This is an optimization exercise on Yosys and OpenROAD, whose aim is small area, not a production implementation.
Where RTL was checked, it was by simulation tests only, not by an equivalence proof against the original.

== P ==
==> flow/design.v (excerpt) <==
module axi4_slave #(
    parameter int          NUM_REGS   = 4     ,
    parameter integer      ID_WIDTH   = 4     ,
    parameter integer      ADDR_WIDTH = 32    ,
    parameter integer      DATA_WIDTH = 32    ,
    parameter logic [31:0] BASE_ADDR  = 32'h0
)(
    input  logic                     ACLK,
    input  logic                     ARESETN,
    input  logic [ID_WIDTH-1:0]       S_AXI_AWID     ,
    input  logic [ADDR_WIDTH-1:0]     S_AXI_AWADDR   ,
    input  logic [7:0]                S_AXI_AWLEN    ,
    input  logic [2:0]                S_AXI_AWSIZE   ,
    input  logic [1:0]                S_AXI_AWBURST  ,
    input  logic                      S_AXI_AWVALID  ,
    output logic                      S_AXI_AWREADY  ,
    input  logic [DATA_WIDTH-1:0]     S_AXI_WDATA    ,
    input  logic [(DATA_WIDTH/8)-1:0] S_AXI_WSTRB    ,
    input  logic                      S_AXI_WLAST    ,
    input  logic                      S_AXI_WVALID   ,
    output logic                      S_AXI_WREADY   ,
    output logic [ID_WIDTH-1:0]       S_AXI_BID      ,
    output logic [1:0]                S_AXI_BRESP    ,
    output logic                      S_AXI_BVALID   ,
    input  logic                      S_AXI_BREADY   ,
    input  logic [ID_WIDTH-1:0  ]     S_AXI_ARID     ,
    input  logic [ADDR_WIDTH-1:0]     S_AXI_ARADDR   ,
    input  logic [7:0]                S_AXI_ARLEN    ,
    input  logic [2:0]                S_AXI_ARSIZE   ,
    input  logic [1:0]                S_AXI_ARBURST  ,
    input  logic                      S_AXI_ARVALID  ,
    output logic                      S_AXI_ARREADY  ,
    output logic [ID_WIDTH-1:0  ]     S_AXI_RID      ,
    output logic [DATA_WIDTH-1:0]     S_AXI_RDATA    ,
    output logic [1:0]                S_AXI_RRESP    ,
    output logic                      S_AXI_RLAST    ,
    output logic                      S_AXI_RVALID   ,
    input  logic                      S_AXI_RREADY   ,
    output logic                      write_en        ,
    output logic                      read_en
);
==> flow/config.mk <==
export PLATFORM = sky130hd
export DESIGN_NAME = axi4_slave
export DESIGN_NICKNAME = axi4_slave
export VERILOG_FILES = /design/flow/design.v
export SDC_FILE = /design/flow/constraint.sdc
export NUM_CORES = 4
export LEC_CHECK = 0
export CAP_MARGIN = 5
export CORE_MARGIN = 2
export CORE_UTILIZATION = 40
export PLACE_DENSITY = 0.6
export SLEW_MARGIN = 5
==> flow/constraint.sdc <==
create_clock -name core_clock -period 200.0 [get_ports {ACLK}]
set_input_delay 40.0000 -clock core_clock [delete_from_list [all_inputs] [get_ports {ACLK}]]
set_output_delay 40.0000 -clock core_clock [all_outputs]
set_load 0.01 [all_outputs]
standard.sh (not shown) runs the stock make flow with config.mk's settings and CLKGATE_MAP_FILE= SYNTH_SCRIPT=/design/flow/synth_recipe.tcl, a recipe that flattens the netlist after the stock synthesis.
==> flow/flow/run.sh <==
#!/bin/bash
# Standard ORFS layout with three changes, each tool logging to its own file:
#  - synthesis maps the logic with an area-oriented ABC script (flow/abc_area.script)
#    instead of ORFS's delay-oriented one; everything else in synthesis is unchanged,
#    so the registers are the standard synthesis's;
#  - each port gets the smallest buffer (buf_1) instead of clkdlybuf4s50_1;
#  - the clock tree uses smaller clock buffers and no dummy loads.
set -e
HERE=$(pwd)
rm -rf scripts_area
cp -r "$FLOW_HOME/scripts" scripts_area
cp flow/abc_area.script scripts_area/abc_speed.script
export SCRIPTS_DIR=$HERE/scripts_area
export BUFFER_PORTS_ARGS="-buffer_cell sky130_fd_sc_hd__buf_1"
export CTS_ARGS="-sink_clustering_enable -repair_clock_nets -dont_use_dummy_load -buf_list sky130_fd_sc_hd__clkbuf_4 -sink_clustering_size 10 -sink_clustering_max_diameter 40"
bash standard.sh > standard.log 2>&1
==> flow/flow/abc_area.script <==
strash
balance
rewrite
refactor
balance
rewrite
rewrite -z
balance
refactor -z
rewrite -z
balance
dch -f
amap -m
topo
P finished every step from synthesis to the final layout, and the layout passed the timing, design-rule and antenna checks.
Changes in Q relative to P:
diff --git a/flow/design.v b/flow/design.v
--- a/flow/design.v
+++ b/flow/design.v
@@ -180,20 +180,25 @@
         end
     end
 end
 always_ff @(posedge ACLK or negedge ARESETN) begin
     if (!ARESETN)  reg_ok            <= 4'd0;
     else if (w_we) reg_ok[write_ptr] <= 1'b1;
 end
+logic [3:0] reg_be [4];
+always_comb begin
+    for (int r = 0; r < 4; r++)
+        for (int i = 0; i < 4; i++)
+            reg_be[r][i] = w_we && (write_ptr == 2'(r)) && (S_AXI_WSTRB[i] || !reg_ok[r]);
+end
 always_ff @(posedge ACLK) begin
-    if (w_we) begin
+    for (int r = 0; r < 4; r++)
         for (int i = 0; i < 4; i++)
-            if (S_AXI_WSTRB[i] || !reg_ok[write_ptr])
-                regfile[write_ptr][8*i +: 8] <= S_AXI_WSTRB[i] ? S_AXI_WDATA[8*i +: 8] : 8'h00;
-    end
+            regfile[r][8*i +: 8] <= ({8{reg_be[r][i]}} & S_AXI_WDATA[8*i +: 8] & {8{S_AXI_WSTRB[i]}})
+                                  | ({8{~reg_be[r][i]}} & regfile[r][8*i +: 8]);
 end
 assign S_AXI_BID   = b_out ? awid_q : 4'd0;
 assign S_AXI_BRESP = ~b_out     ? 2'b00 :
                      awaddr_err ? 2'b11 :
                      (wstrb_err | wr_burst_err) ? 2'b10 : 2'b00;
 assign write_en = awc_hs & wc_hs;
 logic        ar_hs;
### Flow results
Sequential share of layout area: Q lower than P
Instance area after placement (lower): Q
Looking at end point of the critical path, the write_ptr[1]$_DFF_P_ result is from P; the read_ptr[1]$_DFF_P_ one comes from Q.
Q ended up with a higher total met2 wirelength after detailed routing than P did.
Compared Q against P; flip-flop and latch count within noise.
Changes observed in Q relative to P: clock network area share essentially unchanged, largest net degree at the start of global routing went down, area share of fa/ha/maj cells after synthesis went up.
Relative to P, worst setup slack has gone up in Q.
Compared with P, Q shows initial antenna violation count lower by 1.
Cmp P and Q / count of plain and timing-repair buffers / higher: Q
Post-synthesis instance total was lower in P than in Q.
For P and Q, there was not a single run that failed to finish clean.
Final wirelength is higher on Q
Between P and Q, the difference in number of hold buffers added after CTS is negligible.
For P, only the layout was checked, not whether the RTL still works.

---

Setup of main:
Another version of the RTL of axi4_slave (not shown whole).
Size: ~1800 cells after synthesis, about 190 I/O pins.
==> flow/design.v (excerpt) <==
module axi4_slave #(
    parameter int          NUM_REGS   = 4     ,
    parameter integer      ID_WIDTH   = 4     ,
    parameter integer      ADDR_WIDTH = 32    ,
    parameter integer      DATA_WIDTH = 32    ,
    parameter logic [31:0] BASE_ADDR  = 32'h0
)(
    input  logic                     ACLK,
    input  logic                     ARESETN,
    input  logic [ID_WIDTH-1:0]       S_AXI_AWID     ,
    input  logic [ADDR_WIDTH-1:0]     S_AXI_AWADDR   ,
    input  logic [7:0]                S_AXI_AWLEN    ,
    input  logic [2:0]                S_AXI_AWSIZE   ,
    input  logic [1:0]                S_AXI_AWBURST  ,
    input  logic                      S_AXI_AWVALID  ,
    output logic                      S_AXI_AWREADY  ,
    input  logic [DATA_WIDTH-1:0]     S_AXI_WDATA    ,
    input  logic [(DATA_WIDTH/8)-1:0] S_AXI_WSTRB    ,
    input  logic                      S_AXI_WLAST    ,
    input  logic                      S_AXI_WVALID   ,
    output logic                      S_AXI_WREADY   ,
    output logic [ID_WIDTH-1:0]       S_AXI_BID      ,
    output logic [1:0]                S_AXI_BRESP    ,
    output logic                      S_AXI_BVALID   ,
    input  logic                      S_AXI_BREADY   ,
    input  logic [ID_WIDTH-1:0  ]     S_AXI_ARID     ,
    input  logic [ADDR_WIDTH-1:0]     S_AXI_ARADDR   ,
    input  logic [7:0]                S_AXI_ARLEN    ,
    input  logic [2:0]                S_AXI_ARSIZE   ,
    input  logic [1:0]                S_AXI_ARBURST  ,
    input  logic                      S_AXI_ARVALID  ,
    output logic                      S_AXI_ARREADY  ,
    output logic [ID_WIDTH-1:0  ]     S_AXI_RID      ,
    output logic [DATA_WIDTH-1:0]     S_AXI_RDATA    ,
    output logic [1:0]                S_AXI_RRESP    ,
    output logic                      S_AXI_RLAST    ,
    output logic                      S_AXI_RVALID   ,
    input  logic                      S_AXI_RREADY   ,
    output logic                      write_en        ,
    output logic                      read_en
);
==> flow/config.mk <==
export PLATFORM = sky130hd
export DESIGN_NAME = axi4_slave
export DESIGN_NICKNAME = axi4_slave
export VERILOG_FILES = /design/flow/design.v
export SDC_FILE = /design/flow/constraint.sdc
export NUM_CORES = 4
export LEC_CHECK = 0
export CAP_MARGIN = 5
export CORE_MARGIN = 2
export CORE_UTILIZATION = 40
export PLACE_DENSITY = 0.6
export SLEW_MARGIN = 5
==> flow/constraint.sdc <==
create_clock -name core_clock -period 200.0 [get_ports {ACLK}]
set_input_delay 40.0000 -clock core_clock [delete_from_list [all_inputs] [get_ports {ACLK}]]
set_output_delay 40.0000 -clock core_clock [all_outputs]
set_load 0.01 [all_outputs]
Scripts as last shown in full above: flow/flow/run.sh, flow/flow/abc_area.script
Setup changes, main to the feature branch
diff --git a/flow/design.v b/flow/design.v
--- a/flow/design.v
+++ b/flow/design.v
@@ -179,22 +179,27 @@
             if (lt2(write_ptr, awaddr_q[3:2])) awaddr_err <= 1'b1;
         end
     end
 end
 always_ff @(posedge ACLK or negedge ARESETN) begin
     if (!ARESETN)  reg_ok            <= 4'd0;
     else if (w_we) reg_ok[write_ptr] <= 1'b1;
 end
+logic [3:0] reg_be [4];
+always_comb begin
+    for (int r = 0; r < 4; r++)
+        for (int i = 0; i < 4; i++)
+            reg_be[r][i] = w_we && (write_ptr == 2'(r)) && (S_AXI_WSTRB[i] || !reg_ok[r]);
+end
 always_ff @(posedge ACLK) begin
-    if (w_we) begin
+    for (int r = 0; r < 4; r++)
         for (int i = 0; i < 4; i++)
-            if (S_AXI_WSTRB[i] || !reg_ok[write_ptr])
-                regfile[write_ptr][8*i +: 8] <= S_AXI_WSTRB[i] ? S_AXI_WDATA[8*i +: 8] : 8'h00;
-    end
+            regfile[r][8*i +: 8] <= ({8{reg_be[r][i]}} & S_AXI_WDATA[8*i +: 8] & {8{S_AXI_WSTRB[i]}})
+                                  | ({8{~reg_be[r][i]}} & regfile[r][8*i +: 8]);
 end
 assign S_AXI_BID   = b_out ? awid_q : 4'd0;
 assign S_AXI_BRESP = ~b_out     ? 2'b00 :
                      awaddr_err ? 2'b11 :
                      (wstrb_err | wr_burst_err) ? 2'b10 : 2'b00;
 assign write_en = awc_hs & wc_hs;
 localparam logic [1:0] RD_IDLE = 2'd0, RD_WAIT = 2'd1, RD_DATA = 2'd2;
 logic [1:0]  rd_state;
@@ -332,36 +337,34 @@
             s[k] = R2[k] ^ nl[k] ^ c;
             c    = (R2[k] & nl[k]) | (R2[k] & c) | (nl[k] & c);
         end
         dstep = c ? s[7:0] : R2[7:0];     
         for (int k = 0; k < 8; k++)
             if (k > w) dstep[k] = 1'b0;
     endfunction
     logic [7:0] R_q;
-    logic [7:0] h [0:8];
-    always_comb begin
-        h[0] = 8'd0;
-        for (int i = 0; i < 8; i++)
-            h[i+1] = dstep(h[i], A[31-i], L, i);
+    wire [8*9-1:0] h;
+    assign h[7:0] = 8'd0;
+    for (genvar i = 0; i < 8; i++) begin : g_hi
+        assign h[8*(i+1) +: 8] = dstep(h[8*i +: 8], A[31-i], L, i);
     end
     wire [11:0] bits = first ? A[23:12] : A_q;
-    logic [7:0] r [0:12];
-    always_comb begin
-        r[0] = first ? h[8] : R_q;
-        for (int i = 0; i < 12; i++)
-            r[i+1] = dstep(r[i], bits[11-i], L, 8);
+    wire [8*13-1:0] r;
+    assign r[7:0] = first ? h[8*8 +: 8] : R_q;
+    for (genvar i = 0; i < 12; i++) begin : g_lo
+        assign r[8*(i+1) +: 8] = dstep(r[8*i +: 8], bits[11-i], L, 8);
     end
     always_ff @(posedge ACLK) begin
         if (load) begin
-            R_q <= r[12];
+            R_q <= r[8*12 +: 8];
             A_q <= A[11:0];
         end
     end
-    wire [7:0] rm = (S == 2'd0) ? r[12] : (S == 2'd1) ? r[11] : r[10];
+    wire [7:0] rm = (S == 2'd0) ? r[8*12 +: 8] : (S == 2'd1) ? r[8*11 +: 8] : r[8*10 +: 8];
     wire [7:0] X8 = (S == 2'd0) ? A_q[7:0] : (S == 2'd1) ? A_q[8:1] : A_q[9:2];
     wire hz = (S == 2'd0) ? (A_q[11:8] == 4'h0) : (S == 2'd1) ? (A_q[11:9] == 3'h0) : (A_q[11:10] == 2'h0);
     wire ho = (S == 2'd0) ? (A_q[11:8] == 4'hf) : (S == 2'd1) ? (A_q[11:9] == 3'h7) : (A_q[11:10] == 2'h3);
     logic [8:0] s9;
     always_comb begin
         logic c;
         logic [7:0] n, nr;
         nr = ~rm;
### Flow results
NOTE detailed-routed wire length on met2 main->the feature branch increased by a few percent
Sequential fraction of total cell area, the feature branch and main: larger value in main
A most common cell after layout, fill and taps aside of sky130_fd_sc_hd__fa_1 is what main shows, while sky130_fd_sc_hd__clkinv_1 belongs to the feature branch.
Utilization of the core after routing: main vs the feature branch, no meaningful difference
Area of the die in the feature branch is about 0.7% below main.

separate check: timing with driven ports:
Ports are ideal in the flow. The routed layouts listed here were re-timed in OpenROAD. Step 1: set_driving_cell puts a clkbuf_16 on ACLK and a buf_2 on each other input, an assumption about the parent block. Step 2 adds t to the input delays and takes it off the output delays; t is the mean of the earliest and latest rising clock arrival at the registers after step 1. Input paths then give back, and output paths get back, about the clock's delay inside the block. Three values: no drivers, after step 1, after step 2; two values: the first two.
run	t (ns)	setup WS [ns]	clock arrival spread, ns	worst register clock-pin slew, ns	worst slew at a driven data input, ns
P	0.715	100.605 / 100.615 / 99.900	0.115 / 0.114	0.11 / 0.11	0.13
Q	0.774	100.880 / 100.906 / 100.132	0.109 / 0.110	0.11 / 0.11	0.10
main	0.741	100.738 / 100.707 / 99.966	0.125 / 0.124	0.11 / 0.11	0.13
the feature branch	0.790	100.817 / 100.843 / 100.053	0.099 / 0.098	0.11 / 0.11	0.12
After both steps every run listed still meets setup and hold. For main, which loses most, drivers alone change the setup slack by -0.031 ns; drivers and shift together by -0.772 ns.
